Source: an optimization exercise on an open RTL-to-GDS flow (aim: small area). Production flows keep margins and buffers that such runs may drop. Only simulation tests tie the RTL to the original design; equivalence was not proved.

==> 06-17 <==
==> flow/design.v <==
module y86_cpu (
    input  wire        clk,
    input  wire        rst_n,
    output wire [63:0] imem_addr,
    input  wire [79:0] imem_data,
    output wire [63:0] dmem_addr,
    input  wire [63:0] dmem_rdata,
    output wire [63:0] dmem_wdata,
    output wire        dmem_we,
    output wire [ 2:0] stat
);
localparam [3:0] RNONE = 4'hF, RRSP = 4'h4;
reg         F_rst;                  
reg  [ 3:0] D_icode;
reg         D_adr;                  
reg  [ 3:0] D_ifun, D_rA, D_rB;
reg  [ 3:0] D_srcA, D_srcB;          
reg  [63:0] D_valC, D_valP;
reg         D_selC;                 
reg  [ 6:0] D_PC;
reg         D_bt;
reg  [ 3:0] E_icode;
reg         E_adr;
reg  [ 3:0] E_rA, E_rB;
reg         E_Cnd;                  
reg  [63:0] E_valE, E_valA;
reg         E_ofa, E_b63;           
reg         E_fwdA;                 
reg  [ 6:0] E_PC;
reg         E_bt;
reg  [ 3:0] M_icode;
reg         M_adr;
reg  [ 3:0] M_dstE, M_dstM;
reg  [63:0] M_valE, M_valA;
reg         M_bt, M_mp;
reg         M_hi;                   
reg  [ 1:0] W_st;                   
reg         W_ret;
reg  [63:0] W_val;
reg  [ 2:0] cc;
wire D_halt  = D_icode == 4'H0;
wire D_rrm   = D_icode == 4'H2;
wire D_irm   = D_icode == 4'H3;
wire D_rmm   = D_icode == 4'H4;
wire D_mrm   = D_icode == 4'H5;
wire D_opq   = D_icode == 4'H6;
wire D_jxx   = D_icode == 4'H7;
wire D_call  = D_icode == 4'H8;
wire D_ret   = D_icode == 4'H9;
wire D_push  = D_icode == 4'HA;
wire D_pop   = D_icode == 4'HB;
wire E_rrm   = E_icode == 4'H2;
wire E_irm   = E_icode == 4'H3;
wire E_mrm   = E_icode == 4'H5;
wire E_opq   = E_icode == 4'H6;
wire E_jxx   = E_icode == 4'H7;
wire E_call  = E_icode == 4'H8;
wire E_ret   = E_icode == 4'H9;
wire E_push  = E_icode == 4'HA;
wire E_pop   = E_icode == 4'HB;
wire M_rmm   = M_icode == 4'H4;
wire M_mrm   = M_icode == 4'H5;
wire M_jxx   = M_icode == 4'H7;
wire M_call  = M_icode == 4'H8;
wire M_ret   = M_icode == 4'H9;
wire M_push  = M_icode == 4'HA;
wire M_pop   = M_icode == 4'HB;
wire        mem_read  = M_mrm | M_pop | M_ret;
wire        mem_write = M_rmm | M_push | M_call;
wire        M_selA    = M_pop | M_ret | (M_jxx & M_bt);
wire        M_mem     = mem_read | mem_write;
assign dmem_addr      = ({64{M_mem & M_selA}} & M_valA) | ({64{M_mem & ~M_selA}} & M_valE);
wire        dmem_error = M_mem & M_hi;
assign dmem_we        = mem_write & ~dmem_error;
assign dmem_wdata     = M_valA;
wire        m_rd      = mem_read & ~dmem_error;    
wire [63:0] m_valM    = {64{m_rd}} & dmem_rdata;
wire        m_adr     = M_adr | dmem_error;
wire        m_ins     = M_icode[3] & M_icode[2];
wire        m_hlt     = M_icode == 4'H0;
wire        m_exc     = m_adr | m_ins | m_hlt;
wire        W_exc     = W_st != 2'd0;
wire        e_Cnd = E_Cnd;
wire [2:0]  cc_next;
wire zf = cc_next[2], sf = cc_next[1], of = cc_next[0];
reg  d_Cnd;
always @(*) begin
  case (D_ifun)
    4'H0: d_Cnd = 1'b1;
    4'H1:  d_Cnd = (sf ^ of) | zf;
    4'H2:   d_Cnd = sf ^ of;
    4'H3:   d_Cnd = zf;
    4'H4:  d_Cnd = ~zf;
    4'H5:  d_Cnd = ~(sf ^ of);
    4'H6:   d_Cnd = ~(sf ^ of) & ~zf;
    default: d_Cnd = 1'b0;
  endcase
end
wire [3:0]  E_dstE_raw = (E_opq | E_rrm | E_irm) ? E_rB :
                         (E_push | E_pop | E_call | E_ret) ? RRSP : RNONE;
wire [3:0]  e_dstE  = (E_rrm & ~e_Cnd) ? RNONE : E_dstE_raw;
wire        E_load  = E_mrm | E_pop;
wire [3:0]  E_dstM  = E_load ? E_rA : RNONE;
wire [63:0] e_valA  = ({64{E_fwdA & m_rd}} & dmem_rdata) | ({64{~E_fwdA}} & E_valA);
wire        e_mp    = E_jxx & (e_Cnd ^ E_bt);
wire        set_cc  = E_opq & ~m_exc & ~W_exc;
assign cc_next = ~rst_n ? 3'b100 :
                 set_cc ? {E_valE == 64'd0, E_valE[63], E_ofa & (E_b63 ^ E_valE[63])} : cc;
wire [3:0] d_srcA = D_srcA;
wire [3:0] d_srcB = D_srcB;
reg  [63:0] rf [0:14];
wire [63:0] rfA = (d_srcA == RNONE) ? W_val : rf[d_srcA];
wire [63:0] rfB = (d_srcB == RNONE) ? W_val : rf[d_srcB];
wire E_nz = (E_icode != 4'H0) & (E_icode != 4'H1) & ~(E_icode[3] & E_icode[2]);
wire aP  = D_call | D_jxx;
wire aE  = d_srcA == e_dstE;
wire aMm = d_srcA == M_dstM;
wire aMe = d_srcA == M_dstE;
wire bE  = d_srcB == e_dstE;
wire bMm = d_srcB == M_dstM;
wire bMe = d_srcB == M_dstE;
wire sAP  = aP;
wire sAMm = ~aP & aMm;
wire sAMe = ~aP & ~aMm & aMe;
wire sAR  = ~aP & ~aMm & ~aMe;
wire sAE  = ~aP & aE;
wire sBMm = bMm;
wire sBMe = ~bMm & bMe;
wire sBR  = ~bMm & ~bMe;
wire [63:0] d_valA_o = ({64{sAP}} & D_valP) | ({64{sAMm & m_rd}} & dmem_rdata) |
                       ({64{sAMe}} & M_valE) | ({64{sAR}} & rfA);
wire [63:0] d_valB_o = ({64{sBMm & m_rd}} & dmem_rdata) | ({64{sBMe}} & M_valE) | ({64{sBR}} & rfB);
wire [63:0] E_valEz  = {64{E_nz}} & E_valE;
wire [63:0] d_valA = sAE ? E_valEz : d_valA_o;
wire [63:0] d_valB = bE  ? E_valEz : d_valB_o;
wire        alu_sub = (D_opq & (D_ifun == 4'H1)) | D_call | D_push;
wire        alu_and = D_opq & (D_ifun == 4'H2);
wire        alu_xor = D_opq & (D_ifun == 4'H3);
wire [63:0] aluA = (D_rrm | D_opq) ? d_valA :
                   (D_irm | D_rmm | D_mrm | D_jxx) ? D_valC :
                   (D_call | D_push | D_ret | D_pop) ? 64'd8 : 64'd0;
wire [63:0] aluB = (D_rmm | D_mrm | D_opq | D_call | D_push | D_ret | D_pop) ? d_valB : 64'd0;
wire [63:0] aluAx = aluA ^ {64{alu_sub}};
wire [63:0] alu_p = aluAx ^ aluB;
wire [63:0] alu_g = aluAx & aluB;
reg  [63:0] cg, cp, cgn, cpn;
integer ci, cd;
always @(*) begin
  cg = alu_g; cp = alu_p;
  cg[0] = alu_g[0] | (alu_p[0] & alu_sub);
  for (cd = 1; cd < 64; cd = cd * 2) begin
    cgn = cg; cpn = cp;
    for (ci = 0; ci < 64; ci = ci + 1)
      if ((ci / cd) % 2 == 1) begin
        cgn[ci] = cg[ci] | (cp[ci] & cg[(ci / cd) * cd - 1]);
        cpn[ci] = cp[ci] & cp[(ci / cd) * cd - 1];
      end
    cg = cgn; cp = cpn;
  end
end
wire [63:0] alu_sum = alu_p ^ {cg[62:0], alu_sub};
wire [63:0] d_valE  = alu_and ? alu_g : alu_xor ? alu_p : alu_sum;
wire        d_ofa = (D_ifun[3:1] == 3'd0) & ~(aluAx[63] ^ aluB[63]);
wire h_load_use = E_load & ((E_rA == d_srcB) | ((E_rA == d_srcA) & ~(D_rmm | D_push)));
wire h_ret      = D_ret | E_ret | M_ret;
wire F_stall    = h_load_use | h_ret;
wire D_stall    = h_load_use;
wire D_bubble   = ~rst_n | e_mp | (~h_load_use & h_ret);
wire E_bubble   = ~rst_n | h_load_use | e_mp;
wire M_bubble   = ~rst_n | m_exc | W_exc;
wire W_stall    = W_exc;
wire [63:0] f_PC = ({64{~M_mp & ~F_rst & D_selC}} & D_valC) |
                   ({64{~M_mp & ~F_rst & ~D_selC}} & D_valP) |
                   ({64{M_mp & M_selA}} & M_valA) | ({64{M_mp & ~M_selA}} & M_valE);
assign imem_addr = f_PC;
wire [3:0]  f_icode = imem_data[7:4];
wire [3:0]  f_ifun  = imem_data[3:0];
wire        f_adr   = |f_PC[63:11];
wire        need_regids = (f_icode == 4'H2) || (f_icode == 4'H3) ||
    (f_icode == 4'H5) || (f_icode == 4'H6) ||
    (f_icode == 4'H4) || (f_icode == 4'HA) || (f_icode == 4'HB);
wire        need_valC = (f_icode == 4'H3) || (f_icode == 4'H4) ||
    (f_icode == 4'H5) || (f_icode == 4'H7) || (f_icode == 4'H8);
wire [3:0]  f_srcA = ((f_icode == 4'H2) || (f_icode == 4'H4) || (f_icode == 4'H6) ||
                      (f_icode == 4'HA)) ? imem_data[15:12] :
                     ((f_icode == 4'H9) || (f_icode == 4'HB)) ? RRSP : RNONE;
wire [3:0]  f_srcB = ((f_icode == 4'H4) || (f_icode == 4'H6) || (f_icode == 4'H5)) ? imem_data[11:8] :
                     ((f_icode == 4'H8) || (f_icode == 4'H9) || (f_icode == 4'HA) ||
                      (f_icode == 4'HB)) ? RRSP : RNONE;
wire [63:0] f_valC = need_regids ? imem_data[79:16] : imem_data[71:8];
wire [63:0] f_valP = f_PC + {60'd0, need_valC, 2'b00, 1'b1} + {63'd0, need_regids};
reg  [127:0] PHT1, PHT0;
reg          pht_pend;
reg  [6:0]   predict_history, train_history;
wire       train_valid = E_jxx;
wire       train_mp    = e_mp;
wire       train_taken = E_bt ^ train_mp;
wire [6:0] train_idx   = E_PC ^ train_history;
wire [6:0] predict_idx   = f_PC[6:0] ^ predict_history;
wire       predict_taken = (pht_pend & (predict_idx == train_idx)) ? E_bt : PHT1[predict_idx];
wire       predict_valid = f_icode == 4'H7;
wire       f_selC = (predict_valid & predict_taken) | (f_icode == 4'H8);
wire       t1 = PHT1[train_idx], t0 = PHT0[train_idx];
wire       tn1 = (t1 & t0) | (t1 & train_taken) | (t0 & train_taken);
wire       tn0 = (t1 & ~t0) | (t1 & train_taken) | (~t0 & train_taken);
wire       pw1 = rst_n & (pht_pend ? E_bt : tn1);
wire       pw0 = ~rst_n | (~pht_pend & tn0);
wire       pht_we = train_valid | pht_pend;
always @(posedge clk) begin
  if (~rst_n)
    predict_history <= 7'd0;
  else if (train_mp)
    predict_history <= {train_history[5:0], train_taken};
  else if (predict_valid)
    predict_history <= {predict_history[5:0], predict_taken};
  if (~rst_n)
    train_history <= 7'd0;
  else if (train_valid)
    train_history <= {train_history[5:0], train_taken};
  pht_pend <= ~rst_n & train_valid;
end
genvar gi;
generate
  for (gi = 0; gi < 128; gi = gi + 1) begin : g_pht
    wire hit = pht_we & (train_idx == gi);
    always @(posedge clk) begin
      if (hit | ~rst_n) begin
        PHT1[gi] <= pw1;
        PHT0[gi] <= pw0;
      end
    end
  end
endgenerate
always @(posedge clk) begin
  F_rst <= ~rst_n;
  if (D_bubble) begin
    D_icode <= 4'H1;
    D_adr   <= 1'b0;
    D_srcA  <= RNONE;
    D_srcB  <= RNONE;
  end else if (~D_stall) begin
    D_icode <= f_icode;
    D_adr   <= f_adr;
    D_srcA  <= f_srcA;
    D_srcB  <= f_srcB;
  end
  if (~F_stall) begin
    D_ifun <= f_ifun;
    D_rA   <= imem_data[15:12];
    D_rB   <= imem_data[11:8];
    D_PC   <= f_PC[6:0];
    D_bt   <= predict_taken;
  end
  if (M_ret) begin
    D_valP <= m_valM;
    D_selC <= 1'b0;
  end else if (~F_stall & ~(W_ret & W_exc)) begin
    D_valC <= f_valC;
    D_valP <= f_valP;
    D_selC <= f_selC;
  end
  if (E_bubble) begin
    E_icode <= 4'H1;
    E_adr   <= 1'b0;
  end else begin
    E_icode <= D_icode;
    E_adr   <= D_adr;
  end
  E_Cnd  <= d_Cnd;
  E_rA   <= D_rA;
  E_rB   <= D_rB;
  E_valE <= d_valE;
  E_valA <= d_valA;
  E_ofa  <= d_ofa;
  E_b63  <= aluB[63];
  E_fwdA <= (D_rmm | D_push) & (d_srcA == E_dstM);
  E_PC   <= ~rst_n ? train_idx : D_PC;
  E_bt   <= ~rst_n ? train_taken : D_bt;
  cc <= cc_next;
  if (M_bubble) begin
    M_icode <= 4'H1;
    M_adr   <= 1'b0;
    M_dstE  <= RNONE;
    M_dstM  <= RNONE;
    M_mp    <= 1'b0;
  end else begin
    M_icode <= E_icode;
    M_adr   <= E_adr;
    M_dstE  <= e_dstE;
    M_dstM  <= E_dstM;
    M_mp    <= e_mp;
  end
  M_valE <= E_valE;
  M_valA <= e_valA;
  M_bt   <= E_bt;
  M_hi   <= (E_pop | E_ret) ? (|E_valA[63:11]) : (|E_valE[63:11]);
  if (~rst_n) begin
    W_st  <= 2'd0;
    W_ret <= 1'b0;
  end else if (~W_stall) begin
    W_st  <= m_adr ? 2'd1 : m_ins ? 2'd2 : m_hlt ? 2'd3 : 2'd0;
    W_ret <= M_ret;
  end
  W_val <= ({64{(M_dstM == RNONE) & m_rd}} & dmem_rdata) |
           ({64{(M_dstM != RNONE) & (M_dstE == RNONE)}} & M_valE);
end
wire        rf_we  = rst_n;
wire [63:0] wbus   = ({64{(M_dstM != RNONE) & m_rd}} & dmem_rdata) | ({64{M_dstM == RNONE}} & M_valE);
wire [63:0] wrsp   = ({64{(M_dstM == RRSP) & m_rd}} & dmem_rdata) | ({64{M_dstM != RRSP}} & M_valE);
integer ri;
always @(posedge clk) begin
  for (ri = 0; ri < 15; ri = ri + 1) begin
    if (rf_we && (M_dstE == ri || M_dstM == ri)) begin
      if (ri == RRSP) rf[ri] <= wrsp;
      else            rf[ri] <= wbus;
    end
  end
end
assign stat = (W_st == 2'd1) ? 3'H3 :
              (W_st == 2'd2) ? 3'H2 :
              (W_st == 2'd3) ? 3'H4 : 3'H1;
endmodule
==> flow/run.sh <==
#!/bin/bash
# synth_recipe.tcl (not shown) runs the flow's synth.tcl, then flattens the netlist and writes it again
# the make line also repeats each setting of config.mk as NAME=value (left out here)
make -C /OpenROAD-flow-scripts/flow DESIGN_CONFIG=/design/flow/config.mk WORK_HOME=/design/flow/orfs CLKGATE_MAP_FILE= SYNTH_SCRIPT=/design/flow/synth_recipe.tcl finish
==> flow/config.mk <==
export PLATFORM = sky130hd
export DESIGN_NAME = y86_cpu
export DESIGN_NICKNAME = y86_cpu
export VERILOG_FILES = /design/flow/design.v
export SDC_FILE = /design/flow/constraint.sdc
export NUM_CORES = 4
export LEC_CHECK = 0
export CAP_MARGIN = 35
export CORE_MARGIN = 2
export CORE_UTILIZATION = 60
export CTS_BUF_LIST = sky130_fd_sc_hd__clkbuf_16
export CTS_CLUSTER_DIAMETER = 80
export CTS_CLUSTER_SIZE = 24
export SETUP_SLACK_MARGIN = 0.1
export SLEW_MARGIN = 25
==> flow/constraint.sdc <==
create_clock -name core_clock -period 10.0 [get_ports {clk}]
set_input_delay 2.0000 -clock core_clock [delete_from_list [all_inputs] [get_ports {clk}]]
set_output_delay 2.0000 -clock core_clock [all_outputs]
set_load 0.01 [all_outputs]
==> 08-25: changes against 06-17 <==
- CAP_MARGIN: 35 -> 20
- SLEW_MARGIN: 25 -> 20
==> flow_summary.ini <==
[placement]
dpl_cell_area_um2 = 89720

[final_layout]
signal_buffers = 583
fillers = 10394
stdcell_area_um2 = 92610

[min_path]
min_to = E_rA[3]

[status]
so_faults = max-capacitance violations
status = finished with violations

[power_and_ir_drop]
p_switching_mw = 7.245
peakVddDrop_v = 0.0005371

[routing]
dr_wl_met3_mm = 70.70

[critical_path]
crit_buf_inv = 1

[job]
maxCapViolations = 1
# the run above: 08-25

==> flow_summary.ini <==
[status]
status = finished clean

[final_layout]
signal_buffers = 639
stdcell_area_um2 = 93100

[routing]
dr_wl_met3_mm = 69.69

[power_and_ir_drop]
p_switching_mw = 7.249
peakVddDrop_v = 0.0005342

[job]
maxCapViolations = 0

[placement]
dpl_cell_area_um2 = 89990
# the run above: 06-17

## static timing again, ports no longer ideal
The flow's constraints put no driver on any port. The routed layouts listed below were extracted and timed again, unchanged, in two steps. Step 1 sets driving cells, clkbuf_16 on the clock port and buf_2 on the other inputs (assumed; they add their load-dependent delay and slew). Step 2 times the ports against the registers' clock, not the clock port: input delays grow and output delays shrink by t, the midpoint of the rising clock arrivals with the driver on. Slacks: no drivers / after step 1 / after step 2; pairs: no drivers / after step 1.
run | shift t [ns] | setup slack, ns | worst slew at a driven data input, ns | cell pins on the clock port's net
06-17 | 0.862 | 2.213 / 2.213 / 2.213 | 0.18 | 1
08-25 | 0.845 | 2.052 / 2.052 / 2.052 | 0.25 | 1
